Source: an optimization exercise on an open RTL-to-GDS flow (aim: small area, a short achievable clock period and few clock cycles). Production flows keep margins and buffers that such runs may drop.
Function was checked by simulation only, so behaviour that the tests miss may differ from the original.
Power and IR drop assume default switching activity.

## flow/flow/run.sh

```bash
#!/bin/bash
set -uo pipefail
MARGIN=$(cat flow/margin 2>/dev/null || echo 7)
EXTRA=()
if [[ -f flow/extra ]]; then
    while IFS= read -r line; do
        [[ -n "$line" ]] && EXTRA+=("$line")
    done < flow/extra
fi
bash standard.sh "SETUP_SLACK_MARGIN=$MARGIN" \
    "BUFFER_PORTS_ARGS=-buffer_cell sky130_fd_sc_hd__buf_1" "${EXTRA[@]}" finish > run_make.log 2>&1
status=$?
tail -5 run_make.log
exit $status
```

## flow/flow/extra

```
SKIP_REPAIR_TIE_FANOUT=1
SKIP_GATE_CLONING=1
```

## flow/flow/margin

```
7
```

## flow/standard.sh

```bash
#!/bin/bash
# synth_recipe.tcl (not shown) runs the flow's synth.tcl, then flattens the netlist and writes it again
# the make line also repeats each setting of config.mk as NAME=value (left out here)
make -C /OpenROAD-flow-scripts/flow DESIGN_CONFIG=/design/flow/config.mk WORK_HOME=/design/flow/orfs CLKGATE_MAP_FILE= SYNTH_SCRIPT=/design/flow/synth_recipe.tcl "${@:-finish}"
```

## flow/config.mk

```make
export PLATFORM = sky130hd
export DESIGN_NAME = conv_engine
export DESIGN_NICKNAME = conv_engine
export VERILOG_FILES = /design/flow/design.v
export SDC_FILE = /design/flow/constraint.sdc
export NUM_CORES = 4
export LEC_CHECK = 0
export CAP_MARGIN = 20
export CORE_MARGIN = 2
export CORE_UTILIZATION = 40
export SLEW_MARGIN = 20
```

## flow/constraint.sdc

```tcl
create_clock -name core_clock -period 10.0 [get_ports {clk}]
set_input_delay 2.0000 -clock core_clock [delete_from_list [all_inputs] [get_ports {clk}]]
set_output_delay 2.0000 -clock core_clock [all_outputs]
set_load 0.01 [all_outputs]
```

## flow/design.v

```verilog
module conv_engine(
    input         clk,
    input         reset,
    input         en_ctrl,
    output [15:0] s_addr,
    output [15:0] w_addr,
    output [15:0] b_addr,
    input  [7:0]  signal,
    input  [7:0]  weight,
    input  [7:0]  bias,
    output [15:0] save_addr,
    output [7:0]  convout,
    output        en_write,
    output        finish
);
    reg        go;           
    reg        done;         
    reg        stall;        
    reg [11:0] sa, wa;       
    reg [2:0]  j;            
    reg [1:0]  c;            
    reg [2:0]  r;            
    reg        inb;          
    reg        jend, rend;   
    reg [4:0]  o, y;         
    reg [3:0]  xp;
    reg        last_out;     
    reg p0, p15, ya, yb, y01;    
    wire [2:0] jpen = (p0 | p15) ? 3'd2 : 3'd4;
    wire [2:0] rpen = ya ? 3'd1 : yb ? 3'd2 : 3'd3;
    wire cend = (c == 2'd2);
    wire last_pos = p15 & ya & ~y01;
    wire adv = go & ~done & ~stall;
    wire hold = ~inb & jend & cend & rend;
    wire inb_n  = adv ? hold : inb;
    wire jend_n = adv ? (~inb & (~jend ? (j == jpen) : (cend & rend))) : jend;
    wire cend_n = adv ? (~inb & (~jend ? cend : ~cend ? (c == 2'd1) : ~rend ? 1'b0 : 1'b1)) : cend;
    wire rend_n = adv ? (~inb & ((jend & cend & ~rend) ? (r == rpen) : rend)) : rend;
    wire last_out_n = w2 ? (o == 5'd30) : last_out;
    wire stall_n = (w2 & last_out) ? 1'b0 : (adv & inb & last_out) ? 1'b1 : stall;
    wire done_n = done | (adv & inb & last_out & last_pos);
    wire adv_n = en_ctrl & ~done_n & ~stall_n;
    reg a_inc, a_ch, a_row, a_back, a_pos;
    always @(posedge clk) begin
        if (reset) begin
            a_inc <= 1'b0;
            a_ch <= 1'b0;
            a_row <= 1'b0;
            a_back <= 1'b0;
            a_pos <= 1'b0;
        end else begin
            a_inc <= adv_n & ~inb_n & ~jend_n;
            a_ch <= adv_n & ~inb_n & jend_n & ~cend_n;
            a_row <= adv_n & ~inb_n & jend_n & cend_n & ~rend_n;
            a_back <= adv_n & inb_n & ~last_out_n;
            a_pos <= adv_n & inb_n & last_out_n;
        end
    end
    wire [11:0] ds, dw;
    assign ds = ({12{a_inc & (~p0 & ~p15)}} & 12'd3)
        | ({12{a_inc & (p0)}} & 12'd4093)
        | ({12{a_inc & (p15)}} & 12'd3)
        | ({12{a_ch & (~p0 & ~p15)}} & 12'd4082)
        | ({12{a_ch & (p0)}} & 12'd10)
        | ({12{a_ch & (p15)}} & 12'd4088)
        | ({12{a_row & (~p0 & ~p15)}} & 12'd79)
        | ({12{a_row & (p0)}} & 12'd103)
        | ({12{a_row & (p15)}} & 12'd85)
        | ({12{a_back & (~p0 & ~p15) & (ya)}} & 12'd3887)
        | ({12{a_back & (~p0 & ~p15) & (yb)}} & 12'd3791)
        | ({12{a_back & (~p0 & ~p15) & (~ya & ~yb)}} & 12'd3695)
        | ({12{a_back & (p0) & (ya)}} & 12'd3911)
        | ({12{a_back & (p0) & (yb)}} & 12'd3815)
        | ({12{a_back & (p0) & (~ya & ~yb)}} & 12'd3719)
        | ({12{a_back & (p15) & (ya)}} & 12'd3893)
        | ({12{a_back & (p15) & (yb)}} & 12'd3797)
        | ({12{a_back & (p15) & (~ya & ~yb)}} & 12'd3701)
        | ({12{a_pos & (~p0 & ~p15) & (ya)}} & 12'd3893)
        | ({12{a_pos & (~p0 & ~p15) & (yb)}} & 12'd3797)
        | ({12{a_pos & (~p0 & ~p15) & (~ya & ~yb)}} & 12'd3701)
        | ({12{a_pos & (p0) & (ya)}} & 12'd3902)
        | ({12{a_pos & (p0) & (yb)}} & 12'd3806)
        | ({12{a_pos & (p0) & (~ya & ~yb)}} & 12'd3710)
        | ({12{a_pos & (p15) & (~ya & ~yb)}} & 12'd3722)
        | ({12{a_pos & (p15) & (ya & y01)}} & 12'd3818)
        | ({12{a_pos & (p15) & (yb & y01)}} & 12'd3722)
        | ({12{a_pos & (p15) & (yb & ~y01)}} & 12'd3818);
    assign dw = ({12{a_inc & (~p0 & ~p15)}} & 12'd3)
        | ({12{a_inc & (p0)}} & 12'd4093)
        | ({12{a_inc & (p15)}} & 12'd3)
        | ({12{a_ch & (~p0 & ~p15)}} & 12'd4082)
        | ({12{a_ch & (p0)}} & 12'd10)
        | ({12{a_ch & (p15)}} & 12'd4088)
        | ({12{a_row & (~p0 & ~p15)}} & 12'd4094)
        | ({12{a_row & (p0)}} & 12'd22)
        | ({12{a_row & (p15)}} & 12'd4)
        | ({12{a_back & (~p0 & ~p15) & (ya)}} & 12'd28)
        | ({12{a_back & (~p0 & ~p15) & (yb)}} & 12'd13)
        | ({12{a_back & (~p0 & ~p15) & (~ya & ~yb)}} & 12'd4094)
        | ({12{a_back & (p0) & (ya)}} & 12'd52)
        | ({12{a_back & (p0) & (yb)}} & 12'd37)
        | ({12{a_back & (p0) & (~ya & ~yb)}} & 12'd22)
        | ({12{a_back & (p15) & (ya)}} & 12'd34)
        | ({12{a_back & (p15) & (yb)}} & 12'd19)
        | ({12{a_back & (p15) & (~ya & ~yb)}} & 12'd4)
        | ({12{a_pos & (~p0 & ~p15) & (ya)}} & 12'd1724)
        | ({12{a_pos & (~p0 & ~p15) & (yb)}} & 12'd1709)
        | ({12{a_pos & (~p0 & ~p15) & (~ya & ~yb)}} & 12'd1694)
        | ({12{a_pos & (p0) & (ya)}} & 12'd1736)
        | ({12{a_pos & (p0) & (yb)}} & 12'd1721)
        | ({12{a_pos & (p0) & (~ya & ~yb)}} & 12'd1706)
        | ({12{a_pos & (p15) & (~ya & ~yb)}} & 12'd1712)
        | ({12{a_pos & (p15) & (ya & y01)}} & 12'd1727)
        | ({12{a_pos & (p15) & (yb & y01)}} & 12'd1712)
        | ({12{a_pos & (p15) & (yb & ~y01)}} & 12'd1727);
    reg first1, b1, ga1, gb1;
    reg first2, b2, first3, b3, b4, wr_en, w2, lsb, fin;
    always @(posedge clk) begin
        if (reset) begin
            go <= 1'b0;
            done <= 1'b0;
            stall <= 1'b0;
            sa <= 12'd9;
            wa <= 12'd42;
            j <= 3'd0;
            c <= 2'd0;
            r <= 3'd0;
            inb <= 1'b0;
            jend <= 1'b0;
            rend <= 1'b0;
        end else begin
            go <= en_ctrl;
            sa <= sa + ds;
            wa <= wa + dw;
            if (adv) begin
                if (inb) begin
                    inb <= 1'b0;
                    j <= 3'd0;
                    c <= 2'd0;
                    r <= 3'd0;
                    jend <= 1'b0;
                    rend <= 1'b0;
                    if (last_out) begin
                        stall <= 1'b1;
                        if (last_pos) done <= 1'b1;
                    end
                end else if (~jend) begin
                    j <= j + 3'd1;
                    jend <= (j == jpen);
                end else if (~cend) begin
                    j <= 3'd0;
                    c <= c + 2'd1;
                    jend <= 1'b0;
                end else if (~rend) begin
                    j <= 3'd0;
                    c <= 2'd0;
                    r <= r + 3'd1;
                    jend <= 1'b0;
                    rend <= (r == rpen);
                end else begin
                    inb <= 1'b1;
                end
            end
            if (w2 & last_out) stall <= 1'b0;
        end
    end
    always @(posedge clk) begin
        if (reset) begin
            o <= 5'd0;
            xp <= 4'd0;
            y <= 5'd0;
            p0 <= 1'b1;
            p15 <= 1'b0;
            ya <= 1'b1;
            yb <= 1'b0;
            y01 <= 1'b1;
            last_out <= 1'b0;
        end else if (w2) begin
            o <= o + 5'd1;
            last_out <= (o == 5'd30);
            if (last_out) begin
                xp <= xp + 4'd1;
                p0 <= p15;
                p15 <= (xp == 4'd14);
                if (p15) begin
                    y <= y + 5'd1;
                    ya <= (y == 5'd30);
                    yb <= (y == 5'd0) | (y == 5'd29);
                    y01 <= (y == 5'd0);
                end
            end
        end
    end
    always @(posedge clk) begin
        if (reset) begin
            first1 <= 1'b0;
            b1 <= 1'b0;
            ga1 <= 1'b0;
            gb1 <= 1'b1;
            first2 <= 1'b0;
            b2 <= 1'b0;
            first3 <= 1'b0;
            b3 <= 1'b0;
            b4 <= 1'b0;
            wr_en <= 1'b0;
            w2 <= 1'b0;
            lsb <= 1'b0;
            fin <= 1'b0;
        end else begin
            first1 <= adv & ~inb & (j == 3'd0) & (c == 2'd0) & (r == 3'd0);
            b1 <= adv & inb;
            ga1 <= jend & ~p15 & ~p0;
            gb1 <= ~adv | inb | (j == 3'd0);
            first2 <= first1;
            b2 <= b1;
            first3 <= first2;
            b3 <= b2;
            b4 <= b3;
            wr_en <= b3 | b4;
            w2 <= b4;
            lsb <= p0 ? b3 : b4;
            if (b4 & last_out & last_pos) fin <= 1'b1;
        end
    end
    reg  [7:0]  sr;               
    reg  [3:0]  onea, twoa, nega;    
    reg  [3:0]  oneb, twob, negb;    
    wire [7:0]  wd = b1 ? 8'd64 : ga1 ? 8'd0 : weight;
    always @(posedge clk) begin
        sr <= b1 ? bias : signal;
        onea <= {wd[6] ^ wd[5], wd[4] ^ wd[3], wd[2] ^ wd[1], wd[0]};
        twoa <= {(wd[7] & ~wd[6] & ~wd[5]) | (~wd[7] & wd[6] & wd[5]),
                 (wd[5] & ~wd[4] & ~wd[3]) | (~wd[5] & wd[4] & wd[3]),
                 (wd[3] & ~wd[2] & ~wd[1]) | (~wd[3] & wd[2] & wd[1]),
                 (wd[1] & ~wd[0])};
        nega <= {wd[7], wd[5], wd[3], wd[1]};
        oneb <= b1 ? 4'b1000 : gb1 ? 4'b0000 : onea;
        twob <= (b1 | gb1) ? 4'b0000 : twoa;
        negb <= (b1 | gb1) ? 4'b0000 : nega;
    end
    wire [9:0]  sx = {{2{sr[7]}}, sr};
    wire [10:0] sx2 = {sx, 1'b0};
    wire [8:0] ea0;
    assign ea0[0] = ((onea[0] & sx[0]) | (twoa[0] & sx2[0])) ^ nega[0];
    assign ea0[1] = ((onea[0] & sx[1]) | (twoa[0] & sx2[1])) ^ nega[0];
    assign ea0[2] = ((onea[0] & sx[2]) | (twoa[0] & sx2[2])) ^ nega[0];
    assign ea0[3] = ((onea[0] & sx[3]) | (twoa[0] & sx2[3])) ^ nega[0];
    assign ea0[4] = ((onea[0] & sx[4]) | (twoa[0] & sx2[4])) ^ nega[0];
    assign ea0[5] = ((onea[0] & sx[5]) | (twoa[0] & sx2[5])) ^ nega[0];
    assign ea0[6] = ((onea[0] & sx[6]) | (twoa[0] & sx2[6])) ^ nega[0];
    assign ea0[7] = ((onea[0] & sx[7]) | (twoa[0] & sx2[7])) ^ nega[0];
    assign ea0[8] = ((onea[0] & sx[8]) | (twoa[0] & sx2[8])) ^ nega[0];
    wire [8:0] ea1;
    assign ea1[0] = ((onea[1] & sx[0]) | (twoa[1] & sx2[0])) ^ nega[1];
    assign ea1[1] = ((onea[1] & sx[1]) | (twoa[1] & sx2[1])) ^ nega[1];
    assign ea1[2] = ((onea[1] & sx[2]) | (twoa[1] & sx2[2])) ^ nega[1];
    assign ea1[3] = ((onea[1] & sx[3]) | (twoa[1] & sx2[3])) ^ nega[1];
    assign ea1[4] = ((onea[1] & sx[4]) | (twoa[1] & sx2[4])) ^ nega[1];
    assign ea1[5] = ((onea[1] & sx[5]) | (twoa[1] & sx2[5])) ^ nega[1];
    assign ea1[6] = ((onea[1] & sx[6]) | (twoa[1] & sx2[6])) ^ nega[1];
    assign ea1[7] = ((onea[1] & sx[7]) | (twoa[1] & sx2[7])) ^ nega[1];
    assign ea1[8] = ((onea[1] & sx[8]) | (twoa[1] & sx2[8])) ^ nega[1];
    wire [8:0] ea2;
    assign ea2[0] = ((onea[2] & sx[0]) | (twoa[2] & sx2[0])) ^ nega[2];
    assign ea2[1] = ((onea[2] & sx[1]) | (twoa[2] & sx2[1])) ^ nega[2];
    assign ea2[2] = ((onea[2] & sx[2]) | (twoa[2] & sx2[2])) ^ nega[2];
    assign ea2[3] = ((onea[2] & sx[3]) | (twoa[2] & sx2[3])) ^ nega[2];
    assign ea2[4] = ((onea[2] & sx[4]) | (twoa[2] & sx2[4])) ^ nega[2];
    assign ea2[5] = ((onea[2] & sx[5]) | (twoa[2] & sx2[5])) ^ nega[2];
    assign ea2[6] = ((onea[2] & sx[6]) | (twoa[2] & sx2[6])) ^ nega[2];
    assign ea2[7] = ((onea[2] & sx[7]) | (twoa[2] & sx2[7])) ^ nega[2];
    assign ea2[8] = ((onea[2] & sx[8]) | (twoa[2] & sx2[8])) ^ nega[2];
    wire [8:0] ea3;
    assign ea3[0] = ((onea[3] & sx[0]) | (twoa[3] & sx2[0])) ^ nega[3];
    assign ea3[1] = ((onea[3] & sx[1]) | (twoa[3] & sx2[1])) ^ nega[3];
    assign ea3[2] = ((onea[3] & sx[2]) | (twoa[3] & sx2[2])) ^ nega[3];
    assign ea3[3] = ((onea[3] & sx[3]) | (twoa[3] & sx2[3])) ^ nega[3];
    assign ea3[4] = ((onea[3] & sx[4]) | (twoa[3] & sx2[4])) ^ nega[3];
    assign ea3[5] = ((onea[3] & sx[5]) | (twoa[3] & sx2[5])) ^ nega[3];
    assign ea3[6] = ((onea[3] & sx[6]) | (twoa[3] & sx2[6])) ^ nega[3];
    assign ea3[7] = ((onea[3] & sx[7]) | (twoa[3] & sx2[7])) ^ nega[3];
    assign ea3[8] = ((onea[3] & sx[8]) | (twoa[3] & sx2[8])) ^ nega[3];
    reg  [17:0] Sa, Ca;
    wire [17:0] Sag = first2 ? 18'd0 : Sa;
    wire [17:0] Cag = first2 ? 18'd0 : Ca;
    wire fas0 = nega[0] ^ Sag[0] ^ ea0[0];
    wire fac0 = (nega[0] & Sag[0]) | (nega[0] & ea0[0]) | (Sag[0] & ea0[0]);
    wire fas1 = Sag[1] ^ Cag[1] ^ ea0[1];
    wire fac1 = (Sag[1] & Cag[1]) | (Sag[1] & ea0[1]) | (Cag[1] & ea0[1]);
    wire fas2 = nega[1] ^ Sag[2] ^ Cag[2];
    wire fac2 = (nega[1] & Sag[2]) | (nega[1] & Cag[2]) | (Sag[2] & Cag[2]);
    wire fas3 = ea0[2] ^ ea1[0] ^ fas2;
    wire fac3 = (ea0[2] & ea1[0]) | (ea0[2] & fas2) | (ea1[0] & fas2);
    wire fas4 = Sag[3] ^ Cag[3] ^ ea0[3];
    wire fac4 = (Sag[3] & Cag[3]) | (Sag[3] & ea0[3]) | (Cag[3] & ea0[3]);
    wire fas5 = ea1[1] ^ fac2 ^ fas4;
    wire fac5 = (ea1[1] & fac2) | (ea1[1] & fas4) | (fac2 & fas4);
    wire fas6 = nega[2] ^ Sag[4] ^ Cag[4];
    wire fac6 = (nega[2] & Sag[4]) | (nega[2] & Cag[4]) | (Sag[4] & Cag[4]);
    wire fas7 = ea0[4] ^ ea1[2] ^ ea2[0];
    wire fac7 = (ea0[4] & ea1[2]) | (ea0[4] & ea2[0]) | (ea1[2] & ea2[0]);
    wire fas8 = fas6 ^ fac4 ^ fas7;
    wire fac8 = (fas6 & fac4) | (fas6 & fas7) | (fac4 & fas7);
    wire fas9 = Sag[5] ^ Cag[5] ^ ea0[5];
    wire fac9 = (Sag[5] & Cag[5]) | (Sag[5] & ea0[5]) | (Cag[5] & ea0[5]);
    wire fas10 = ea1[3] ^ ea2[1] ^ fac6;
    wire fac10 = (ea1[3] & ea2[1]) | (ea1[3] & fac6) | (ea2[1] & fac6);
    wire fas11 = fac7 ^ fas9 ^ fas10;
    wire fac11 = (fac7 & fas9) | (fac7 & fas10) | (fas9 & fas10);
    wire fas12 = nega[3] ^ Sag[6] ^ Cag[6];
    wire fac12 = (nega[3] & Sag[6]) | (nega[3] & Cag[6]) | (Sag[6] & Cag[6]);
    wire fas13 = ea0[6] ^ ea1[4] ^ ea2[2];
    wire fac13 = (ea0[6] & ea1[4]) | (ea0[6] & ea2[2]) | (ea1[4] & ea2[2]);
    wire fas14 = ea3[0] ^ fas12 ^ fac9;
    wire fac14 = (ea3[0] & fas12) | (ea3[0] & fac9) | (fas12 & fac9);
    wire fas15 = fas13 ^ fac10 ^ fas14;
    wire fac15 = (fas13 & fac10) | (fas13 & fas14) | (fac10 & fas14);
    wire fas16 = Sag[7] ^ Cag[7] ^ ea0[7];
    wire fac16 = (Sag[7] & Cag[7]) | (Sag[7] & ea0[7]) | (Cag[7] & ea0[7]);
    wire fas17 = ea1[5] ^ ea2[3] ^ ea3[1];
    wire fac17 = (ea1[5] & ea2[3]) | (ea1[5] & ea3[1]) | (ea2[3] & ea3[1]);
    wire fas18 = fac12 ^ fac13 ^ fas16;
    wire fac18 = (fac12 & fac13) | (fac12 & fas16) | (fac13 & fas16);
    wire fas19 = fas17 ^ fac14 ^ fas18;
    wire fac19 = (fas17 & fac14) | (fas17 & fas18) | (fac14 & fas18);
    wire fas20 = ~(Sag[8] ^ Cag[8]);
    wire fac20 = Sag[8] | Cag[8];
    wire fas21 = ~ea0[8] ^ ea1[6] ^ ea2[4];
    wire fac21 = (~ea0[8] & ea1[6]) | (~ea0[8] & ea2[4]) | (ea1[6] & ea2[4]);
    wire fas22 = ea3[2] ^ fas20 ^ fac16;
    wire fac22 = (ea3[2] & fas20) | (ea3[2] & fac16) | (fas20 & fac16);
    wire fas23 = fac17 ^ fas21 ^ fac18;
    wire fac23 = (fac17 & fas21) | (fac17 & fac18) | (fas21 & fac18);
    wire fas24 = fas22 ^ fac19 ^ fas23;
    wire fac24 = (fas22 & fac19) | (fas22 & fas23) | (fac19 & fas23);
    wire fas25 = ~(Sag[9] ^ Cag[9]);
    wire fac25 = Sag[9] | Cag[9];
    wire fas26 = ea1[7] ^ ea2[5] ^ ea3[3];
    wire fac26 = (ea1[7] & ea2[5]) | (ea1[7] & ea3[3]) | (ea2[5] & ea3[3]);
    wire fas27 = fac20 ^ fas25 ^ fac21;
    wire fac27 = (fac20 & fas25) | (fac20 & fac21) | (fas25 & fac21);
    wire fas28 = fas26 ^ fac22 ^ fas27;
    wire fac28 = (fas26 & fac22) | (fas26 & fas27) | (fac22 & fas27);
    wire fas29 = fac23 ^ fas28 ^ fac24;
    wire fac29 = (fac23 & fas28) | (fac23 & fac24) | (fas28 & fac24);
    wire fas30 = Sag[10] ^ Cag[10] ^ ~ea1[8];
    wire fac30 = (Sag[10] & Cag[10]) | (Sag[10] & ~ea1[8]) | (Cag[10] & ~ea1[8]);
    wire fas31 = ea2[6] ^ ea3[4] ^ fac25;
    wire fac31 = (ea2[6] & ea3[4]) | (ea2[6] & fac25) | (ea3[4] & fac25);
    wire fas32 = fac26 ^ fas30 ^ fas31;
    wire fac32 = (fac26 & fas30) | (fac26 & fas31) | (fas30 & fas31);
    wire fas33 = fac27 ^ fas32 ^ fac28;
    wire fac33 = (fac27 & fas32) | (fac27 & fac28) | (fas32 & fac28);
    wire fas34 = ~(Sag[11] ^ Cag[11]);
    wire fac34 = Sag[11] | Cag[11];
    wire fas35 = ea2[7] ^ ea3[5] ^ fas34;
    wire fac35 = (ea2[7] & ea3[5]) | (ea2[7] & fas34) | (ea3[5] & fas34);
    wire fas36 = fac30 ^ fac31 ^ fas35;
    wire fac36 = (fac30 & fac31) | (fac30 & fas35) | (fac31 & fas35);
    wire fas37 = fac32 ^ fas36 ^ fac33;
    wire fac37 = (fac32 & fas36) | (fac32 & fac33) | (fas36 & fac33);
    wire fas38 = Sag[12] ^ Cag[12] ^ ~ea2[8];
    wire fac38 = (Sag[12] & Cag[12]) | (Sag[12] & ~ea2[8]) | (Cag[12] & ~ea2[8]);
    wire fas39 = ea3[6] ^ fac34 ^ fas38;
    wire fac39 = (ea3[6] & fac34) | (ea3[6] & fas38) | (fac34 & fas38);
    wire fas40 = fac35 ^ fas39 ^ fac36;
    wire fac40 = (fac35 & fas39) | (fac35 & fac36) | (fas39 & fac36);
    wire fas41 = ~(Sag[13] ^ Cag[13]);
    wire fac41 = Sag[13] | Cag[13];
    wire fas42 = ea3[7] ^ fas41 ^ fac38;
    wire fac42 = (ea3[7] & fas41) | (ea3[7] & fac38) | (fas41 & fac38);
    wire fas43 = fac39 ^ fas42 ^ fac40;
    wire fac43 = (fac39 & fas42) | (fac39 & fac40) | (fas42 & fac40);
    wire fas44 = Sag[14] ^ Cag[14] ^ ~ea3[8];
    wire fac44 = (Sag[14] & Cag[14]) | (Sag[14] & ~ea3[8]) | (Cag[14] & ~ea3[8]);
    wire fas45 = fac41 ^ fas44 ^ fac42;
    wire fac45 = (fac41 & fas44) | (fac41 & fac42) | (fas44 & fac42);
    wire fas46 = ~(Sag[15] ^ Cag[15]);
    wire fac46 = Sag[15] | Cag[15];
    wire fas47 = fas46 ^ fac44 ^ fac45;
    wire fac47 = (fas46 & fac44) | (fas46 & fac45) | (fac44 & fac45);
    wire fas48 = ~(Sag[16] ^ Cag[16]);
    wire fac48 = Sag[16] | Cag[16];
    wire fas49 = fac46 ^ fas48 ^ fac47;
    wire fac49 = (fac46 & fas48) | (fac46 & fac47) | (fas48 & fac47);
    wire fas50 = ~(Sag[17] ^ Cag[17]);
    wire fac50 = Sag[17] | Cag[17];
    wire fas51 = fac48 ^ fas50 ^ fac49;
    wire fac51 = (fac48 & fas50) | (fac48 & fac49) | (fas50 & fac49);
    always @(posedge clk) begin
        Sa <= {fas51, fas49, fas47, fac43, fas43, fac37, fas37, fac29, fas29, fas24, fac15, fac11, fac8, fac5, fac3, fac1, fac0, fas0};
        Ca <= {1'b0, 1'b0, 1'b0, fas45, 1'b0, fas40, 1'b0, fas33, 1'b0, 1'b0, fas19, fas15, fas11, fas8, fas5, fas3, fas1, 1'b0};
    end
    wire [8:0] eb0;
    assign eb0[0] = ((oneb[0] & sx[0]) | (twob[0] & sx2[0])) ^ negb[0];
    assign eb0[1] = ((oneb[0] & sx[1]) | (twob[0] & sx2[1])) ^ negb[0];
    assign eb0[2] = ((oneb[0] & sx[2]) | (twob[0] & sx2[2])) ^ negb[0];
    assign eb0[3] = ((oneb[0] & sx[3]) | (twob[0] & sx2[3])) ^ negb[0];
    assign eb0[4] = ((oneb[0] & sx[4]) | (twob[0] & sx2[4])) ^ negb[0];
    assign eb0[5] = ((oneb[0] & sx[5]) | (twob[0] & sx2[5])) ^ negb[0];
    assign eb0[6] = ((oneb[0] & sx[6]) | (twob[0] & sx2[6])) ^ negb[0];
    assign eb0[7] = ((oneb[0] & sx[7]) | (twob[0] & sx2[7])) ^ negb[0];
    assign eb0[8] = ((oneb[0] & sx[8]) | (twob[0] & sx2[8])) ^ negb[0];
    wire [8:0] eb1;
    assign eb1[0] = ((oneb[1] & sx[0]) | (twob[1] & sx2[0])) ^ negb[1];
    assign eb1[1] = ((oneb[1] & sx[1]) | (twob[1] & sx2[1])) ^ negb[1];
    assign eb1[2] = ((oneb[1] & sx[2]) | (twob[1] & sx2[2])) ^ negb[1];
    assign eb1[3] = ((oneb[1] & sx[3]) | (twob[1] & sx2[3])) ^ negb[1];
    assign eb1[4] = ((oneb[1] & sx[4]) | (twob[1] & sx2[4])) ^ negb[1];
    assign eb1[5] = ((oneb[1] & sx[5]) | (twob[1] & sx2[5])) ^ negb[1];
    assign eb1[6] = ((oneb[1] & sx[6]) | (twob[1] & sx2[6])) ^ negb[1];
    assign eb1[7] = ((oneb[1] & sx[7]) | (twob[1] & sx2[7])) ^ negb[1];
    assign eb1[8] = ((oneb[1] & sx[8]) | (twob[1] & sx2[8])) ^ negb[1];
    wire [8:0] eb2;
    assign eb2[0] = ((oneb[2] & sx[0]) | (twob[2] & sx2[0])) ^ negb[2];
    assign eb2[1] = ((oneb[2] & sx[1]) | (twob[2] & sx2[1])) ^ negb[2];
    assign eb2[2] = ((oneb[2] & sx[2]) | (twob[2] & sx2[2])) ^ negb[2];
    assign eb2[3] = ((oneb[2] & sx[3]) | (twob[2] & sx2[3])) ^ negb[2];
    assign eb2[4] = ((oneb[2] & sx[4]) | (twob[2] & sx2[4])) ^ negb[2];
    assign eb2[5] = ((oneb[2] & sx[5]) | (twob[2] & sx2[5])) ^ negb[2];
    assign eb2[6] = ((oneb[2] & sx[6]) | (twob[2] & sx2[6])) ^ negb[2];
    assign eb2[7] = ((oneb[2] & sx[7]) | (twob[2] & sx2[7])) ^ negb[2];
    assign eb2[8] = ((oneb[2] & sx[8]) | (twob[2] & sx2[8])) ^ negb[2];
    wire [8:0] eb3;
    assign eb3[0] = ((oneb[3] & sx[0]) | (twob[3] & sx2[0])) ^ negb[3];
    assign eb3[1] = ((oneb[3] & sx[1]) | (twob[3] & sx2[1])) ^ negb[3];
    assign eb3[2] = ((oneb[3] & sx[2]) | (twob[3] & sx2[2])) ^ negb[3];
    assign eb3[3] = ((oneb[3] & sx[3]) | (twob[3] & sx2[3])) ^ negb[3];
    assign eb3[4] = ((oneb[3] & sx[4]) | (twob[3] & sx2[4])) ^ negb[3];
    assign eb3[5] = ((oneb[3] & sx[5]) | (twob[3] & sx2[5])) ^ negb[3];
    assign eb3[6] = ((oneb[3] & sx[6]) | (twob[3] & sx2[6])) ^ negb[3];
    assign eb3[7] = ((oneb[3] & sx[7]) | (twob[3] & sx2[7])) ^ negb[3];
    assign eb3[8] = ((oneb[3] & sx[8]) | (twob[3] & sx2[8])) ^ negb[3];
    reg  [17:0] Sb, Cb;
    wire [17:0] Sbg = first3 ? 18'd0 : Sb;
    wire [17:0] Cbg = first3 ? 18'd0 : Cb;
    wire fbs0 = negb[0] ^ Sbg[0] ^ eb0[0];
    wire fbc0 = (negb[0] & Sbg[0]) | (negb[0] & eb0[0]) | (Sbg[0] & eb0[0]);
    wire fbs1 = Sbg[1] ^ Cbg[1] ^ eb0[1];
    wire fbc1 = (Sbg[1] & Cbg[1]) | (Sbg[1] & eb0[1]) | (Cbg[1] & eb0[1]);
    wire fbs2 = negb[1] ^ Sbg[2] ^ Cbg[2];
    wire fbc2 = (negb[1] & Sbg[2]) | (negb[1] & Cbg[2]) | (Sbg[2] & Cbg[2]);
    wire fbs3 = eb0[2] ^ eb1[0] ^ fbs2;
    wire fbc3 = (eb0[2] & eb1[0]) | (eb0[2] & fbs2) | (eb1[0] & fbs2);
    wire fbs4 = Sbg[3] ^ Cbg[3] ^ eb0[3];
    wire fbc4 = (Sbg[3] & Cbg[3]) | (Sbg[3] & eb0[3]) | (Cbg[3] & eb0[3]);
    wire fbs5 = eb1[1] ^ fbc2 ^ fbs4;
    wire fbc5 = (eb1[1] & fbc2) | (eb1[1] & fbs4) | (fbc2 & fbs4);
    wire fbs6 = negb[2] ^ Sbg[4] ^ Cbg[4];
    wire fbc6 = (negb[2] & Sbg[4]) | (negb[2] & Cbg[4]) | (Sbg[4] & Cbg[4]);
    wire fbs7 = eb0[4] ^ eb1[2] ^ eb2[0];
    wire fbc7 = (eb0[4] & eb1[2]) | (eb0[4] & eb2[0]) | (eb1[2] & eb2[0]);
    wire fbs8 = fbs6 ^ fbc4 ^ fbs7;
    wire fbc8 = (fbs6 & fbc4) | (fbs6 & fbs7) | (fbc4 & fbs7);
    wire fbs9 = Sbg[5] ^ Cbg[5] ^ eb0[5];
    wire fbc9 = (Sbg[5] & Cbg[5]) | (Sbg[5] & eb0[5]) | (Cbg[5] & eb0[5]);
    wire fbs10 = eb1[3] ^ eb2[1] ^ fbc6;
    wire fbc10 = (eb1[3] & eb2[1]) | (eb1[3] & fbc6) | (eb2[1] & fbc6);
    wire fbs11 = fbc7 ^ fbs9 ^ fbs10;
    wire fbc11 = (fbc7 & fbs9) | (fbc7 & fbs10) | (fbs9 & fbs10);
    wire fbs12 = negb[3] ^ Sbg[6] ^ Cbg[6];
    wire fbc12 = (negb[3] & Sbg[6]) | (negb[3] & Cbg[6]) | (Sbg[6] & Cbg[6]);
    wire fbs13 = eb0[6] ^ eb1[4] ^ eb2[2];
    wire fbc13 = (eb0[6] & eb1[4]) | (eb0[6] & eb2[2]) | (eb1[4] & eb2[2]);
    wire fbs14 = eb3[0] ^ fbs12 ^ fbc9;
    wire fbc14 = (eb3[0] & fbs12) | (eb3[0] & fbc9) | (fbs12 & fbc9);
    wire fbs15 = fbs13 ^ fbc10 ^ fbs14;
    wire fbc15 = (fbs13 & fbc10) | (fbs13 & fbs14) | (fbc10 & fbs14);
    wire fbs16 = Sbg[7] ^ Cbg[7] ^ eb0[7];
    wire fbc16 = (Sbg[7] & Cbg[7]) | (Sbg[7] & eb0[7]) | (Cbg[7] & eb0[7]);
    wire fbs17 = eb1[5] ^ eb2[3] ^ eb3[1];
    wire fbc17 = (eb1[5] & eb2[3]) | (eb1[5] & eb3[1]) | (eb2[3] & eb3[1]);
    wire fbs18 = fbc12 ^ fbc13 ^ fbs16;
    wire fbc18 = (fbc12 & fbc13) | (fbc12 & fbs16) | (fbc13 & fbs16);
    wire fbs19 = fbs17 ^ fbc14 ^ fbs18;
    wire fbc19 = (fbs17 & fbc14) | (fbs17 & fbs18) | (fbc14 & fbs18);
    wire fbs20 = ~(Sbg[8] ^ Cbg[8]);
    wire fbc20 = Sbg[8] | Cbg[8];
    wire fbs21 = ~eb0[8] ^ eb1[6] ^ eb2[4];
    wire fbc21 = (~eb0[8] & eb1[6]) | (~eb0[8] & eb2[4]) | (eb1[6] & eb2[4]);
    wire fbs22 = eb3[2] ^ fbs20 ^ fbc16;
    wire fbc22 = (eb3[2] & fbs20) | (eb3[2] & fbc16) | (fbs20 & fbc16);
    wire fbs23 = fbc17 ^ fbs21 ^ fbc18;
    wire fbc23 = (fbc17 & fbs21) | (fbc17 & fbc18) | (fbs21 & fbc18);
    wire fbs24 = fbs22 ^ fbc19 ^ fbs23;
    wire fbc24 = (fbs22 & fbc19) | (fbs22 & fbs23) | (fbc19 & fbs23);
    wire fbs25 = ~(Sbg[9] ^ Cbg[9]);
    wire fbc25 = Sbg[9] | Cbg[9];
    wire fbs26 = eb1[7] ^ eb2[5] ^ eb3[3];
    wire fbc26 = (eb1[7] & eb2[5]) | (eb1[7] & eb3[3]) | (eb2[5] & eb3[3]);
    wire fbs27 = fbc20 ^ fbs25 ^ fbc21;
    wire fbc27 = (fbc20 & fbs25) | (fbc20 & fbc21) | (fbs25 & fbc21);
    wire fbs28 = fbs26 ^ fbc22 ^ fbs27;
    wire fbc28 = (fbs26 & fbc22) | (fbs26 & fbs27) | (fbc22 & fbs27);
    wire fbs29 = fbc23 ^ fbs28 ^ fbc24;
    wire fbc29 = (fbc23 & fbs28) | (fbc23 & fbc24) | (fbs28 & fbc24);
    wire fbs30 = Sbg[10] ^ Cbg[10] ^ ~eb1[8];
    wire fbc30 = (Sbg[10] & Cbg[10]) | (Sbg[10] & ~eb1[8]) | (Cbg[10] & ~eb1[8]);
    wire fbs31 = eb2[6] ^ eb3[4] ^ fbc25;
    wire fbc31 = (eb2[6] & eb3[4]) | (eb2[6] & fbc25) | (eb3[4] & fbc25);
    wire fbs32 = fbc26 ^ fbs30 ^ fbs31;
    wire fbc32 = (fbc26 & fbs30) | (fbc26 & fbs31) | (fbs30 & fbs31);
    wire fbs33 = fbc27 ^ fbs32 ^ fbc28;
    wire fbc33 = (fbc27 & fbs32) | (fbc27 & fbc28) | (fbs32 & fbc28);
    wire fbs34 = ~(Sbg[11] ^ Cbg[11]);
    wire fbc34 = Sbg[11] | Cbg[11];
    wire fbs35 = eb2[7] ^ eb3[5] ^ fbs34;
    wire fbc35 = (eb2[7] & eb3[5]) | (eb2[7] & fbs34) | (eb3[5] & fbs34);
    wire fbs36 = fbc30 ^ fbc31 ^ fbs35;
    wire fbc36 = (fbc30 & fbc31) | (fbc30 & fbs35) | (fbc31 & fbs35);
    wire fbs37 = fbc32 ^ fbs36 ^ fbc33;
    wire fbc37 = (fbc32 & fbs36) | (fbc32 & fbc33) | (fbs36 & fbc33);
    wire fbs38 = Sbg[12] ^ Cbg[12] ^ ~eb2[8];
    wire fbc38 = (Sbg[12] & Cbg[12]) | (Sbg[12] & ~eb2[8]) | (Cbg[12] & ~eb2[8]);
    wire fbs39 = eb3[6] ^ fbc34 ^ fbs38;
    wire fbc39 = (eb3[6] & fbc34) | (eb3[6] & fbs38) | (fbc34 & fbs38);
    wire fbs40 = fbc35 ^ fbs39 ^ fbc36;
    wire fbc40 = (fbc35 & fbs39) | (fbc35 & fbc36) | (fbs39 & fbc36);
    wire fbs41 = ~(Sbg[13] ^ Cbg[13]);
    wire fbc41 = Sbg[13] | Cbg[13];
    wire fbs42 = eb3[7] ^ fbs41 ^ fbc38;
    wire fbc42 = (eb3[7] & fbs41) | (eb3[7] & fbc38) | (fbs41 & fbc38);
    wire fbs43 = fbc39 ^ fbs42 ^ fbc40;
    wire fbc43 = (fbc39 & fbs42) | (fbc39 & fbc40) | (fbs42 & fbc40);
    wire fbs44 = Sbg[14] ^ Cbg[14] ^ ~eb3[8];
    wire fbc44 = (Sbg[14] & Cbg[14]) | (Sbg[14] & ~eb3[8]) | (Cbg[14] & ~eb3[8]);
    wire fbs45 = fbc41 ^ fbs44 ^ fbc42;
    wire fbc45 = (fbc41 & fbs44) | (fbc41 & fbc42) | (fbs44 & fbc42);
    wire fbs46 = ~(Sbg[15] ^ Cbg[15]);
    wire fbc46 = Sbg[15] | Cbg[15];
    wire fbs47 = fbs46 ^ fbc44 ^ fbc45;
    wire fbc47 = (fbs46 & fbc44) | (fbs46 & fbc45) | (fbc44 & fbc45);
    wire fbs48 = ~(Sbg[16] ^ Cbg[16]);
    wire fbc48 = Sbg[16] | Cbg[16];
    wire fbs49 = fbc46 ^ fbs48 ^ fbc47;
    wire fbc49 = (fbc46 & fbs48) | (fbc46 & fbc47) | (fbs48 & fbc47);
    wire fbs50 = ~(Sbg[17] ^ Cbg[17]);
    wire fbc50 = Sbg[17] | Cbg[17];
    wire fbs51 = fbc48 ^ fbs50 ^ fbc49;
    wire fbc51 = (fbc48 & fbs50) | (fbc48 & fbc49) | (fbs50 & fbc49);
    always @(posedge clk) begin
        Sb <= {fbs51, fbs49, fbs47, fbc43, fbs43, fbc37, fbs37, fbc29, fbs29, fbs24, fbc15, fbc11, fbc8, fbc5, fbc3, fbc1, fbc0, fbs0};
        Cb <= {1'b0, 1'b0, 1'b0, fbs45, 1'b0, fbs40, 1'b0, fbs33, 1'b0, 1'b0, fbs19, fbs15, fbs11, fbs8, fbs5, fbs3, fbs1, 1'b0};
    end
    wire [17:0] acc = b3 ? (Sa + Ca) : (Sb + Cb);
    wire [8:0]  t = acc[17:9];
    reg  [7:0]  cout_r;
    always @(posedge clk)
        cout_r <= (t[8] != t[7]) ? {t[8], {7{~t[8]}}} : t[7:0];
    assign s_addr = {4'd0, sa};
    assign w_addr = {4'd0, wa};
    assign b_addr = {11'd0, o};
    assign save_addr = {1'b0, y, xp, lsb, o};
    assign convout = cout_r;
    assign en_write = wr_en;
    assign finish = fin;
endmodule
```

==> summary.txt, run 1 <==
Synthesis
  – Post-synthesis net count: about 1400
  – Flops & latches, synth: 172
  – Xor/xnor share of the synthesized area: 10.2%
  – Top_reg_cell synth: dfxtp_1
  – Post-synth EDFFs: 0
  – Register area share after synthesis: 30.9%
  – Synth async-reset ratio: 0%
  – Syn Std Cell Area: 11100 µm²
  – Largest family of logic cells by synthesized area: adder cells
  – Mux share of post-synthesis cell area: 1.69%
  – Post-synthesis simple-gate area fraction: around 14%
  – Area share of fa/ha/maj cells after synthesis: ~22%
  – Post-Syn Area per Cell: 9.26 µm²
  – Synth Instances: 1204
  – Compound-Gate Fraction of Synth Area: 12.3%
  – Synth cell types: 62
  – Syn. warnings: 1

Routing
  – Routed WL: 24200 µm
  – Via density: 4.94
  – Router iterations before antenna repair: 7
  – Routed via count: 8156
  – Remaining antenna violation count: 0
  – 1st-iter DRT viols: around 500
  – DR WL/cell: 14.7 µm
  – Remaining routing DRC violations: 0

Critical path
  – CP max FO: 6
  – FF-to-FF Start: p0
  – Setup crit end kind: flip-flop
  – Worst Setup Start Kind: flip-flop
  – FF-to-FF End: wa[11]
  – Crit path capture: wa[11]
  – Crit Path Class: reg2reg
  – Worst Path Arrival: 3320 ps
  – Worst Setup SP: p0
  – Worst-case reg-to-reg path depth: 14
  – Required time of the critical path: 10310 ps
  – Reg2Reg Setup Slack: roughly 7000 ps

Timing
  – Tmin final: 3010 ps
  – Period utilization: 30.1%
  – Max-Slew Margin vs Limit: 46.4%
  – FMAX: ~330 MHz
  – Hold Fails Final Rpt: 0
  – Setup tns final: 0 ps
  – Final Max Tran Viols: 0
  – Unrepaired setup endpoints after global routing: yes
  – Max Clock Skew: a little over 9 ps
  – Slew @ Worst Pin: 803 ps
  – Final-report setup violation count: 0

Global routing
  – Initial antenna violation count: 0
  – Vias in the first global route: a little over 8000
  – Remaining Overflow, GRT: 0
  – GRT met2 Usage: slightly below 30%
  – GR Layer Usage met3: 3.12%
  – Largest net degree at the start of global routing: 69
  – Met1 global-route usage: a little over a fifth
  – GRT Total Usage: 16.8%
  – Global route hottest layer: met2
  – First-pass GRT wire length: 39200 µm

Floorplanning
  – Starting Density: 40.4%
  – Die width: about 170 µm
  – Rows: 61
  – Chip Height: 171 µm
  – Die area: 29200 µm²
  – Number of top-level pins: slightly above 100
  – Core area: 27600 µm²

Clock tree
  – Worst skew pair latency: approximately 440 ps
  – # clock sinks: 172
  – Clk buf depth: 2
  – Clock transition at path regs: approximately 80 ps
  – Htree depth: 4
  – Total CTS buffers: 17
  – TritonCTS clock tree: built
  – CTS root buf: clkbuf_16

Power and ir drop
  – Leakage Power: 5.53 nW
  – Maximum vdd ir drop: 0.000135 V
  – Power per cell area: about 230 nW/µm²

Hold path
  – Worst hold path class: reg2reg

Finish
  – Most common cell after layout, fill and taps aside: dfxtp_1
  – Filler instances: 2676
  – Layout cell share with drive strength beyond 1: 21.8%
  – Commonest cells after routing, fill and taps aside: 118 x dfxtp_1, 117 x inv_1, 87 x xnor2_1
  – Nets: 1428
  – N_diodes: 0
  – Final Core Density: a little under half
  – Non-filler cells, final: 1652
  – Area Growth Syn to Fin: 16.4%

Run status
  – Run status: timing/DRC/antenna clean

Place
  – Placed cells: 1563
  – Port buffer count: 80
  – DPL Wire Length: 16600 µm
  – Routability Congestion: 0.853

Job
  – Max cap viols: 0
[cell families after synthesis]
| kind of cell | count (synthesis) |
|---|---|
| DFF | 172 |
| other | 1 |
| and+or+nand+nor | 312 |
| muxes | 16 |
| AOI/OAI and AO/OA | 204 |
| buffers and inverters | 224 |
| xor gates and xnor gates | 129 |
| adders and majority gates | 146 |
[worst max-delay path: stages, from the launching register on]
cell and delay (ps):
dfxtp_4 380, nand2b_4 180, nor2_2 130, a21oi_2 40, or3_4 400, ha_4 220
a21o_1 160, a21oi_2 160, o21bai_1 130, a2111oi_2 450, o31ai_2 140, a21o_1 190
a21oi_2 130, xnor2_1 120, nor2_1 50
[report_power, final]
group	internal (mW)	switching [mW]
logic	0.588	0.728
registers	0.861	0.119
clock network	0.336	0.329
total	1.78	1.18
[final cells by class]
cell class                      instances  area (µm²)  area share (%)
Sequential cell                       172        3580            27.6
Tap cell                              378         473            3.65
Clock buffer                           17         425            3.28
Inverter                              124         470            3.63
Timing Repair Buffer                  138         793            6.11
Multi-Input combinational cell        808        7060            54.5
Clock inverter                         15         165            1.27
[worst min-delay path by stage]
stage,start,end,slack (ps),cells past startpoint
detailed placement,b2,b3,420,1
finish,first1,first2,440,1
floorplan,b2,b3,410,1
CTS,first1,first2,440,1
global route,first1,first2,460,1
global placement,first1,first2,420,1
[flip-flops by register name, indices dropped and copies added (netlist names), 5 cells and up]
signal / count
Ca: 10
Cb: 10
Sa: 18
Sb: 18
cout_r: 8
o: 5
sa: 12
sr: 8
wa: 12
y: 5
[synth_stat cells (3+ instances only)]
library cell	count	area, µm²
a31oi_1	6	37.5
o21bai_1	5	37.5
dfxtp_1	172	3440
a21oi_1	47	235
buf_1	6	22.5
fa_1	88	1760
a32oi_1	3	26.3
ha_1	52	651
mux2_2	10	113
nand3_1	8	40.0
a22oi_1	58	435
mux2i_1	4	40.0
nor4b_1	3	26.3
nand4b_1	3	26.3
nor3_1	14	70.1
o211ai_1	6	45.0
maj3_2	6	67.6
and2_1	17	106
nand2_1	57	214
or3_1	3	18.8
o22ai_1	7	43.8
nand3b_1	3	22.5
nand4_1	13	81.3
or2_2	6	37.5
nor2b_1	43	269
clkbuf_1	68	255
nor2_1	90	338
a21o_1	12	90.1
and3_1	3	18.8
xnor2_1	88	771
inv_1	120	450
xor2_1	40	350
o21ai_0	33	165
o31ai_1	3	22.5
a211o_1	3	26.3
buf_4	26	195
nand2b_1	44	275
[routing by layer]
metal | vias to the layer above | wire length, µm
met4 | 0 | 407
met2 | 190 | 12000
li1 | 4002 | -
met1 | 3928 | 10800
met3 | 36 | 968
met5 | - | 0
[through the flow]
| stage | area [µm²] | total power, mW | hold slack [ps] | worst slack [ps] |
|---|---|---|---|---|
| CTS | 12400 | 2.96 | 441 | 6950 |
| finish | 13000 | 2.96 | 439 | 6990 |
| detailed placement | 11500 | 2.28 | 420 | 6240 |
| global route | 13000 | 3.30 | 459 | 6820 |
| floorplan | 11200 | 1.96 | 414 | 6970 |
| global placement | 11500 | 2.23 | 417 | 6290 |
[repair_timing]
action | 4_1_cts | 5_1_grt
pin swaps | 6 | 32
hold buffers | 0 | 0
setup endpoints to repair | 55 | 62
gates resized for setup | 87 | 98
buffers inserted | 19 | 38
Testbench counts, summed over its fixed seeds: cycles 4,137,219.
==> run 2: changes to the inputs <==
==> flow/flow/extra (replaced) <==
SKIP_REPAIR_TIE_FANOUT=1
--- a/flow/config.mk
+++ b/flow/config.mk
@@ -10,2 +10,3 @@
 export CORE_UTILIZATION = 40
 export SLEW_MARGIN = 20
+export TNS_END_PERCENT = 30
==> summary.txt, run 2 <==
Timing
  – Hold Fails Final Rpt: 0 (unchanged)
  – Slew @ Worst Pin: 835 ps (+31.7 ps)
  – Tmin final: 3070 ps (+57.0 ps)
  – Hold WS: 436 ps (-3.10 ps)
  – Max-Slew Margin vs Limit: 44.3% (-2.1 points)
  – Final Max Tran Viols: 0 (unchanged)
  – Setup tns final: 0 ps (unchanged)
  – Max Clock Skew: 10.8 ps (+1.56 ps)
  – FMAX: 326 MHz (-1.9%)
  – Final setup margin: 6930 ps (-57.0 ps)
  – Final-report setup violation count: 0 (unchanged)
  – Period utilization: 30.7% (+0.57 points)
  – Unrepaired setup endpoints after global routing: yes

Synthesis
  – Register area share after synthesis: 30.9% (unchanged)
  – Synth Instances: 1204 (unchanged)
  – Post-synth EDFFs: 0 (unchanged)
  – Synth cell types: 62 (unchanged)
  – Most numerous cell in the Yosys netlist: dfxtp_1
  – Flops & latches, synth: 172 (unchanged)
  – Post-Syn Area per Cell: 9.26 µm² (unchanged)
  – Post-synthesis net count: 1371 (unchanged)
  – Synth area leaders: dfxtp_1 31%, fa_1 16%, xnor2_1 6.9%
  – Synth top area share: 30.9% (unchanged)
  – Syn Std Cell Area: 11100 µm² (unchanged)
  – Top_reg_cell synth: dfxtp_1
  – Commonest cells in the synthesized netlist: 172 x dfxtp_1, 120 x inv_1, 90 x nor2_1, 88 x fa_1, 88 x xnor2_1
  – Synth async-reset ratio: 0% (unchanged)
  – Synth area leader: dfxtp_1
  – Syn. warnings: 1 (unchanged)

Power and ir drop
  – Combinational share of power: 44.7% (+0.3 points)
  – Sequential power share: 33.3% (+0.2 points)
  – Net Sw Power: 1.16 mW (-0.86%)
  – Leakage Power: 5.31 nW (-4.0%)
  – Switching Share: 39.6% (-0.12 points)
  – Int Power: 1.78 mW (-0.35%)
  – Clock Power Share: 22.1% (-0.4 points)
  – Maximum vdd ir drop: 0.000139 V (+2.8%)
  – Power per cell area: 232 nW/µm² (+1.8%)

Floorplanning
  – Starting Density: 40.4% (unchanged)
  – Chip Height: 171 µm (unchanged)
  – Core area: 27600 µm² (unchanged)
  – Die width: 171 µm (unchanged)
  – Die area: 29200 µm² (unchanged)
  – Number of top-level pins: 101 (unchanged)
  – Rows: 61 (unchanged)

Global routing
  – GRT Total Usage: 16.7% (-0.14 points)
  – Vias in the first global route: 7977 (-1.2%)
  – Remaining Overflow, GRT: 0 (unchanged)
  – Largest net degree at the start of global routing: 69 (unchanged)
  – First-pass GRT wire length: 38700 µm (-1.4%)
  – Initial antenna violation count: 0 (unchanged)

Finish
  – Layout cell share with drive strength beyond 1: 15.9% (-5.9 points)
  – Most common cell after layout, fill and taps aside: dfxtp_1
  – Commonest cells after routing, fill and taps aside: 133 x dfxtp_1, 118 x inv_1, 87 x nor2_1, 87 x xnor2_1, 80 x fa_1
  – Filler instances: 2668 (-0.30%)
  – Area Growth Syn to Fin: 13.7%
  – N_diodes: 0 (unchanged)
  – Nets: 1407 (-1.5%)
  – Regs by FF count: Sa x18, Sb x18
  – Non-filler cells, final: 1631 (-1.3%)

Critical path
  – Setup crit end kind: output pin
  – Worst path slowest cell: dfxtp_1
  – Buffer and inverter count on the worst path: 1 (+1)
  – Top delay family on crit path: flip-flops
  – Crit Path Class: reg2out
  – Worst Setup Start Kind: flip-flop
  – Critical Path Max Stage Delay: 450 ps (about the same)
  – Required time of the critical path: 8000 ps (-2310 ps)
  – Worst Path Arrival: 1070 ps (-2250 ps)
  – Crit path cell chain: buf_1
  – CP max FO: 6 (unchanged)

Clock tree
  – # clock sinks: 172 (unchanged)
  – TritonCTS clock tree: built
  – Htree depth: 4 (unchanged)
  – CTS root buf: clkbuf_16
  – Hold buffers post-CTS: 0 (unchanged)
  – Clk buf depth: 2 (unchanged)
  – Total CTS buffers: 17 (unchanged)
  – Worst skew pair latency: 440 ps (about the same)
  – Clock transition at path regs: 70 ps (about the same)

Place
  – Port buffer count: 80 (unchanged)
  – Routability Congestion: 0.827 (-3.1%)
  – Post-Place Setup Slack: 6190 ps (-51.5 ps)
  – DPL Wire Length: 16500 µm (-0.33%)
  – Placed cells: 1563 (unchanged)

Routing
  – Remaining routing DRC violations: 0 (unchanged)
  – Via density: 4.94 (+0.11%)
  – Remaining antenna violation count: 0 (unchanged)
  – Routed via count: 8061 (-1.2%)
  – 1st-iter DRT viols: 530 (+5.8%)
  – Router iterations before antenna repair: 6 (-1)
  – DR WL/cell: 14.5 µm (-0.91%)
  – Routed WL: 23700 µm (-2.2%)

Job
  – Max cap viols: 0 (unchanged)

Run status
  – Run status: timing/DRC/antenna clean

Hold path
  – Worst hold path class: reg2reg
## run 2: cell types whose count changed in the layout (fill, tap and decap cells not counted), sizes merged
cell	before	now
clkbuf	42	25
buf	113	110
clkinv	7	5
inv	130	131
## run 2: final timing paths
| kind | start | to | slack [ps] | cells past startpoint |
|---|---|---|---|---|
| worst min-delay path | b2 | b3 | 440 | 1 |
| worst min register to register | b2 | b3 | 440 | 1 |
| worst max-delay path | y[3] | save_addr[13] | 6930 | 1 |
| worst max register to register | sr[7] | Sb[9] | 7020 | 10 |
## run 2: metrics by stage
| step | util, % | cell area, µm² | power [mW] |
|---|---|---|---|
| after global placement | 41.5 | 11500 | 2.24 |
| final | 45.9 | 12700 | 2.94 |
| after global routing | 45.9 | 12700 | 3.28 |
| after detailed placement | 41.5 | 11500 | 2.27 |
| after CTS | 44.4 | 12300 | 2.95 |
| after floorplan | - | 11200 | 1.96 |
## run 2: power groups by stage
| stage | Clock, mW | Sequential, mW | Combinational [mW] |
|---|---|---|---|
| 2_1_floorplan | 0 | 0.970 | 0.986 |
| 3_3_place_gp | 0 | 0.998 | 1.24 |
| 3_5_place_dp | 0 | 0.998 | 1.27 |
| 4_1_cts | 0.667 | 0.982 | 1.30 |
| 5_1_grt | 0.692 | 1.00 | 1.59 |
| 6_report | 0.650 | 0.979 | 1.31 |
## run 2: worst register-to-register path: stages, from the launching register on
cell     delay [ps]
dfxtp_4         390
a22oi_2         240
xor2_2          190
fa_1            430
inv_1            80
fa_1            420
inv_1            80
fa_1            160
inv_1            50
fa_1            400
fa_1            430
## run 2: final cells by class
cell class	count	area, µm²	share of cell area [%]
timing repair buffer	117	609	4.81
clock buffer	18	439	3.46
clock inverter	14	121	0.958
inverter	124	470	3.71
sequential	172	3550	28.0
tap	378	473	3.73
multi-input combinational	808	7010	55.3
## run 2: cells by family after synthesis
kind of cell	synth area share [%]
AND/OR/NAND/NOR	14.2
buffers and inverters	8.42
AO/OA/AOI/OAI	12.3
flip-flops	30.9
adder cells (fa/ha/maj)	22.2
XOR/XNOR	10.2
multiplexers	1.69
other	0.0336
## run 2: layer usage
| metal | vias to the layer above | track usage (%) | wire length [µm] |
|---|---|---|---|
| met5 | - | 0 | 0 |
| met4 | 0 | 5.90 | 432 |
| met3 | 31 | 2.85 | 856 |
| met2 | 171 | 29.2 | 11800 |
| met1 | 3905 | 20.6 | 10600 |
| li1 | 3954 | - | - |
## run 2: repair_timing
| action | in CTS | in global routing |
|---|---|---|
| cloned | 0 | 0 |
| pin swaps | 4 | 25 |
| setup buffers | 11 | 25 |
| resized for setup | 56 | 68 |
| setup endpoints to repair | 57 | 61 |
==> run 3: changes to the inputs <==
==> flow/flow/margin (replaced) <==
6.8
==> summary.txt, run 3 <==
Global routing
  – GRT Total Usage: 16.6% (-0.075 points)
  – Remaining Overflow, GRT: 0 (unchanged)
  – Largest net degree at the start of global routing: 69 (unchanged)
  – First-pass GRT wire length: 39100 µm (+0.98%)
  – Initial antenna violation count: 0 (unchanged)
  – Vias in the first global route: 8103 (+1.6%)

Clock tree
  – Clk buf depth: 2 (unchanged)
  – Htree depth: 4 (unchanged)
  – CTS root buf: clkbuf_16
  – Hold buffers post-CTS: 0 (unchanged)
  – Total CTS buffers: 17 (unchanged)
  – Clock transition at path regs: 70 ps (about the same)
  – # clock sinks: 172 (unchanged)
  – Worst skew pair latency: 430 ps (about the same)
  – TritonCTS clock tree: built

Hold path
  – Hold depth: 1 (unchanged)
  – Hold path startpoint: b2
  – Hold Path Sink: b3
  – Worst hold path class: reg2reg

Synthesis
  – Syn. warnings: 1 (unchanged)
  – Synth Instances: 1204 (unchanged)
  – Post-synthesis net count: 1371 (unchanged)
  – Synth cell types: 62 (unchanged)
  – Synth async-reset ratio: 0% (unchanged)
  – Synth top area share: 30.9% (unchanged)
  – Commonest cells in the synthesized netlist: 172 x dfxtp_1, 120 x inv_1, 90 x nor2_1, 88 x fa_1, 88 x xnor2_1
  – Most numerous cell in the Yosys netlist: dfxtp_1
  – Post-synth EDFFs: 0 (unchanged)
  – Post-Syn Area per Cell: 9.26 µm² (unchanged)
  – Synth area leader: dfxtp_1
  – Flops & latches, synth: 172 (unchanged)
  – Register area share after synthesis: 30.9% (unchanged)
  – Top_reg_cell synth: dfxtp_1
  – Syn Std Cell Area: 11100 µm² (unchanged)
  – Synth area leaders: dfxtp_1 31%, fa_1 16%, xnor2_1 6.9%

Critical path
  – Buffer and inverter count on the worst path: 0 (-1)
  – Worst Setup Start Kind: flip-flop
  – Worst path slowest cell: dfxtp_4
  – Worst Path Arrival: 3490 ps (+2420 ps)
  – FF-to-FF End: wa[11]
  – Crit path cell chain: nand2b_2, nand2_1, a21oi_1, or3_1, ha_1, a21o_1, a21oi_2, o21bai_1, a2111oi_4, o31ai_2, a21o_1, a21oi_1, xnor2_1, nor2_1
  – Setup crit end kind: flip-flop
  – Reg2Reg Setup Slack: 6820 ps (-200 ps)
  – Critical Path Max Stage Delay: 400 ps (-50 ps)
  – Crit Path Class: reg2reg
  – FF-to-FF Start: p15
  – CP max FO: 11 (+5)
  – Top delay family on crit path: compound AO/OA/AOI/OAI gates
  – Required time of the critical path: 10300 ps (+2300 ps)
  – Worst Setup SP: p15
  – Worst-case reg-to-reg path depth: 14 (+4)

Timing
  – Final Max Tran Viols: 0 (unchanged)
  – Max Clock Skew: 7.67 ps (-3.16 ps)
  – Final setup margin: 6820 ps (-116 ps)
  – FMAX: 314 MHz (-3.6%)
  – Setup tns final: 0 ps (unchanged)
  – Slew @ Worst Pin: 820 ps (-15.2 ps)
  – Final-report setup violation count: 0 (unchanged)
  – Unrepaired setup endpoints after global routing: yes
  – Hold Fails Final Rpt: 0 (unchanged)
  – Period utilization: 31.8% (+1.2 points)
  – Max-Slew Margin vs Limit: 45.3% (+1.0 points)
  – Tmin final: 3180 ps (+116 ps)

Place
  – Placed cells: 1563 (unchanged)
  – Routability Congestion: 0.795 (-3.8%)
  – Port buffer count: 80 (unchanged)
  – DPL Wire Length: 16600 µm (+0.52%)
  – Post-Place Setup Slack: 6100 ps (-94.1 ps)

Floorplanning
  – Core area: 27600 µm² (unchanged)
  – Rows: 61 (unchanged)
  – Die width: 171 µm (unchanged)
  – Chip Height: 171 µm (unchanged)
  – Die area: 29200 µm² (unchanged)
  – Number of top-level pins: 101 (unchanged)
  – Starting Density: 40.4% (unchanged)

Finish
  – Regs by FF count: Sa x18, Sb x18
  – N_diodes: 0 (unchanged)
  – Area Growth Syn to Fin: 9.44%
  – Layout cell share with drive strength beyond 1: 9.17% (-6.7 points)
  – Filler instances: 2798 (+4.9%)
  – Commonest cells after routing, fill and taps aside: 156 x dfxtp_1, 120 x inv_1, 89 x nor2_1
  – Non-filler cells, final: 1600 (-1.9%)
  – Most common cell after layout, fill and taps aside: dfxtp_1
  – Final Core Density: 44.2% (-1.7 points)
  – Nets: 1376 (-2.2%)

Routing
  – Routed via count: 7865 (-2.4%)
  – DR WL/cell: 14.2 µm (-2.3%)
  – 1st-iter DRT viols: 342 (-35%)
  – Remaining routing DRC violations: 0 (unchanged)
  – Routed WL: 22700 µm (-4.2%)
  – Via density: 4.92 (-0.54%)
  – Remaining antenna violation count: 0 (unchanged)
  – Router iterations before antenna repair: 6 (unchanged)

Power and ir drop
  – Maximum vdd ir drop: 0.000135 V (-3.2%)
  – Pwr Total: 2.89 mW (-1.9%)
  – Leakage Power: 5.10 nW (-4.0%)
  – Power per cell area: 237 nW/µm² (+1.9%)

Run status
  – Run status: timing/DRC/antenna clean

Job
  – Max cap viols: 0 (unchanged)
[run 3: cell counts after synthesis]
No cell type changed its count.
[run 3: where the power goes]
group          switching, mW  internal (mW)
Clock                  0.299          0.348
Sequential             0.120          0.864
Combinational          0.698          0.557
Total                   1.12           1.77
[run 3: layout make-up]
cell class / count / area (µm²) / area share, %
clock buffer: 18 / 429 / 3.52
clock inverter: 14 / 138 / 1.13
sequential: 172 / 3480 / 28.5
multi-input combinational: 808 / 6870 / 56.3
tap: 378 / 473 / 3.88
inverter: 124 / 469 / 3.85
timing repair buffer: 86 / 347 / 2.84
[run 3: kinds of logic (layout without fill, tap and decap cells)]
family                     Yosys count  count (layout)  synth area share, %
and+or+nand+nor                    312             312                 14.2
DFF                                172             172                 30.9
buffers and inverters              224             242                 8.42
muxes                               16              16                 1.69
AOI/OAI and AO/OA                  204             204                 12.3
adders and majority gates          146             146                 22.2
xor gates and xnor gates           129             129                 10.2
other                                1               1               0.0336
[run 3: worst register-to-register path: cells and delay by family, from the launching register on]
family | cells | cell delay [ps]
flops | 1 | 400
fa+ha+maj | 1 | 290
simple gates | 4 | 820
compound gates | 8 | 1420
xor+xnor | 1 | 140
[run 3: how the worst max path moves through the flow]
stage	to	slack (ps)	cells after the start
floorplan	Sb[9]	6800	12
global placement	wa[11]	6170	14
detailed placement	wa[11]	6100	14
CTS	wa[11]	6700	14
global route	wa[11]	6650	14
finish	wa[11]	6820	14
[run 3: timing repair]
| action | CTS | global route |
|---|---|---|
| endpoints found under the setup margin | 25 | 19 |
| resized for setup | 25 | 21 |
| setup buffers | 1 | 4 |
| pin swaps | 1 | 5 |
[run 3: per-layer routing]
| metal | vias up | routed length [µm] | global-route usage, % |
|---|---|---|---|
| met5 | - | 0 | 0 |
| met4 | 0 | 465 | 5.38 |
| met3 | 33 | 696 | 2.98 |
| met2 | 135 | 11100 | 28.6 |
| met1 | 3794 | 10400 | 21.0 |
| li1 | 3903 | - | - |
[run 3: per-stage QoR]
step / area [µm²] / hold WS, ps
floorplan: 11200 / 414
global placement: 11500 / 417
detailed placement: 11500 / 424
CTS: 12100 / 441
global route: 12200 / 461
finish: 12200 / 438
==> run 4: changes to the inputs <==
==> flow/flow/margin (replaced) <==
7
--- a/flow/config.mk
+++ b/flow/config.mk
@@ -10,3 +10,3 @@
 export CORE_UTILIZATION = 40
 export SLEW_MARGIN = 20
-export TNS_END_PERCENT = 30
+export TNS_END_PERCENT = 60
==> summary.txt, run 4 <==
Run status
  – Run status: timing/DRC/antenna clean

Critical path
  – Setup crit end kind: output pin
  – Reg2Reg Setup Slack: 7010 ps (+190 ps)
  – Crit path cell chain: buf_1
  – CP max FO: 4 (-7)
  – Critical Path Max Stage Delay: 400 ps (about the same)
  – Top delay family on crit path: flip-flops
  – Buffer and inverter count on the worst path: 1 (+1)
  – Worst Setup Start Kind: flip-flop
  – Worst path slowest cell: dfxtp_1
  – Required time of the critical path: 8000 ps (-2300 ps)

Clock tree
  – # clock sinks: 172 (unchanged)
  – Worst skew pair latency: 440 ps (about the same)
  – TritonCTS clock tree: built
  – Clock transition at path regs: 70 ps (about the same)
  – Clk buf depth: 2 (unchanged)
  – Hold buffers post-CTS: 0 (unchanged)

Synthesis
  – Post-synth EDFFs: 0 (unchanged)
  – Synth top area share: 30.9% (unchanged)
  – Top_reg_cell synth: dfxtp_1
  – Synth area leaders: dfxtp_1 31%, fa_1 16%, xnor2_1 6.9%
  – Synth area leader: dfxtp_1
  – Syn. warnings: 1 (unchanged)
  – Register area share after synthesis: 30.9% (unchanged)
  – Flops & latches, synth: 172 (unchanged)
  – Most numerous cell in the Yosys netlist: dfxtp_1
  – Post-Syn Area per Cell: 9.26 µm² (unchanged)
  – Commonest cells in the synthesized netlist: 172 x dfxtp_1, 120 x inv_1, 90 x nor2_1, 88 x fa_1, 88 x xnor2_1
  – Post-synthesis net count: 1371 (unchanged)

Timing
  – Final-report setup violation count: 0 (unchanged)
  – Period utilization: 30.0% (-1.8 points)
  – Slew @ Worst Pin: 829 ps (+9.33 ps)
  – Tmin final: 3000 ps (-184 ps)
  – Final Max Tran Viols: 0 (unchanged)
  – Setup tns final: 0 ps (unchanged)
  – Unrepaired setup endpoints after global routing: yes
  – Max-Slew Margin vs Limit: 44.7% (-0.62 points)
  – FMAX: 333 MHz (+6.1%)
  – Hold Fails Final Rpt: 0 (unchanged)
  – Max Clock Skew: 12.5 ps (+4.88 ps)
  – Final setup margin: 7000 ps (+184 ps)

Power and ir drop
  – Pwr Total: 3.04 mW (+5.3%)
  – Power per cell area: 235 nW/µm² (-0.46%)
  – Maximum vdd ir drop: 0.000149 V (+11%)

Floorplanning
  – Chip Height: 171 µm (unchanged)
  – Die width: 171 µm (unchanged)
  – Starting Density: 40.4% (unchanged)
  – Rows: 61 (unchanged)

Finish
  – Regs by FF count: Sa x18, Sb x18
  – N_diodes: 0 (unchanged)
  – Nets: 1419 (+3.1%)
  – Layout cell share with drive strength beyond 1: 18.5% (+9.3 points)
  – Final Core Density: 46.7% (+2.5 points)
  – Area Growth Syn to Fin: 15.7%
  – Commonest cells after routing, fill and taps aside: 124 x dfxtp_1, 115 x inv_1, 88 x xnor2_1
  – Most common cell after layout, fill and taps aside: dfxtp_1

Place
  – Routability Congestion: 0.823 (+3.5%)
  – DPL Wire Length: 16700 µm (+0.24%)
  – Post-Place Setup Slack: 6190 ps (+90.2 ps)
  – Placed cells: 1563 (unchanged)

Routing
  – DR WL/cell: 14.8 µm (+4.5%)
  – Router iterations before antenna repair: 5 (-1)
  – 1st-iter DRT viols: 517 (+51%)
  – Remaining antenna violation count: 0 (unchanged)
  – Routed via count: 8168 (+3.9%)
  – Via density: 4.97 (+1.2%)

Global routing
  – GRT Total Usage: 16.8% (+0.19 points)
  – Remaining Overflow, GRT: 0 (unchanged)
  – Vias in the first global route: 8171 (+0.84%)

Job
  – Max cap viols: 0 (unchanged)

Hold path
  – Worst hold path class: reg2reg
[run 4: metal layers]
metal | vias up | track usage [%] | share of wire (%)
li1 | 3982 | - | -
met1 | 3989 | 20.9 | 44
met2 | 177 | 29.7 | 51
met3 | 20 | 2.78 | 3.8
met4 | 0 | 5.01 | 1.0
met5 | - | 0 | 0
[run 4: power by group]
group          internal [mW]  switching, mW
combinational          0.587          0.737
sequential             0.861          0.120
clock                  0.432          0.301
[run 4: per-stage QoR]
stage	instance area, µm²	hold slack, ps
2_1_floorplan	11200	414
3_3_place_gp	11500	418
3_5_place_dp	11500	424
4_1_cts	12300	438
5_1_grt	12900	454
6_report	12900	436
[run 4: final timing paths]
path / startpoint / end / cells past startpoint
max: xp[2] / save_addr[8] / 1
min: first1 / first2 / 1
min reg2reg: first1 / first2 / 1
max reg2reg: p0 / wa[11] / 14
[run 4: layout make-up]
cell class	instances	area, µm²
sequential	172	3570
fill	2688	14700
clock inverter	13	206
multi-input combinational	808	7050
timing repair buffer	129	702
tap	378	473
clock buffer	18	439
inverter	124	467
[run 4: cells by family after synthesis]
kind of cell	share of synthesized area, %
adder cells (fa/ha/maj)	22.2
AND/OR/NAND/NOR	14.2
multiplexers	1.69
other	0.0336
AO/OA/AOI/OAI	12.3
flip-flops	30.9
XOR/XNOR	10.2
buffers and inverters	8.42
[run 4: what timing repair did]
item / 4_1_cts / 5_1_grt
resized for setup: 57 / 98
pin swaps: 5 / 36
endpoints found under the setup margin: 52 / 62
setup buffers: 11 / 37
hold endpoints to repair: 0 / 0

==> re-timing with driven ports <==
In the flow no input, the clock included, has a driving cell. The finished layouts below were timed again as built, in two steps. Step 1 sets driving cells, clkbuf_16 on the clock port and buf_2 on the other inputs (assumed; they add their load-dependent delay and slew). Step 2 times the ports against the registers' clock, not the clock port: input delays grow and output delays shrink by t, the midpoint of the rising clock arrivals with the driver on. a / b / c = no drivers / after step 1 / after step 2; a / b = the first two.
run	t, ns	slack for setup (ns)
run 1	0.489	6.988 / 6.949 / 6.682
run 2	0.490	6.931 / 6.879 / 6.685
run 3	0.476	6.816 / 6.816 / 6.686
run 4	0.478	6.999 / 6.950 / 6.680
After both steps every run listed still meets setup and hold.
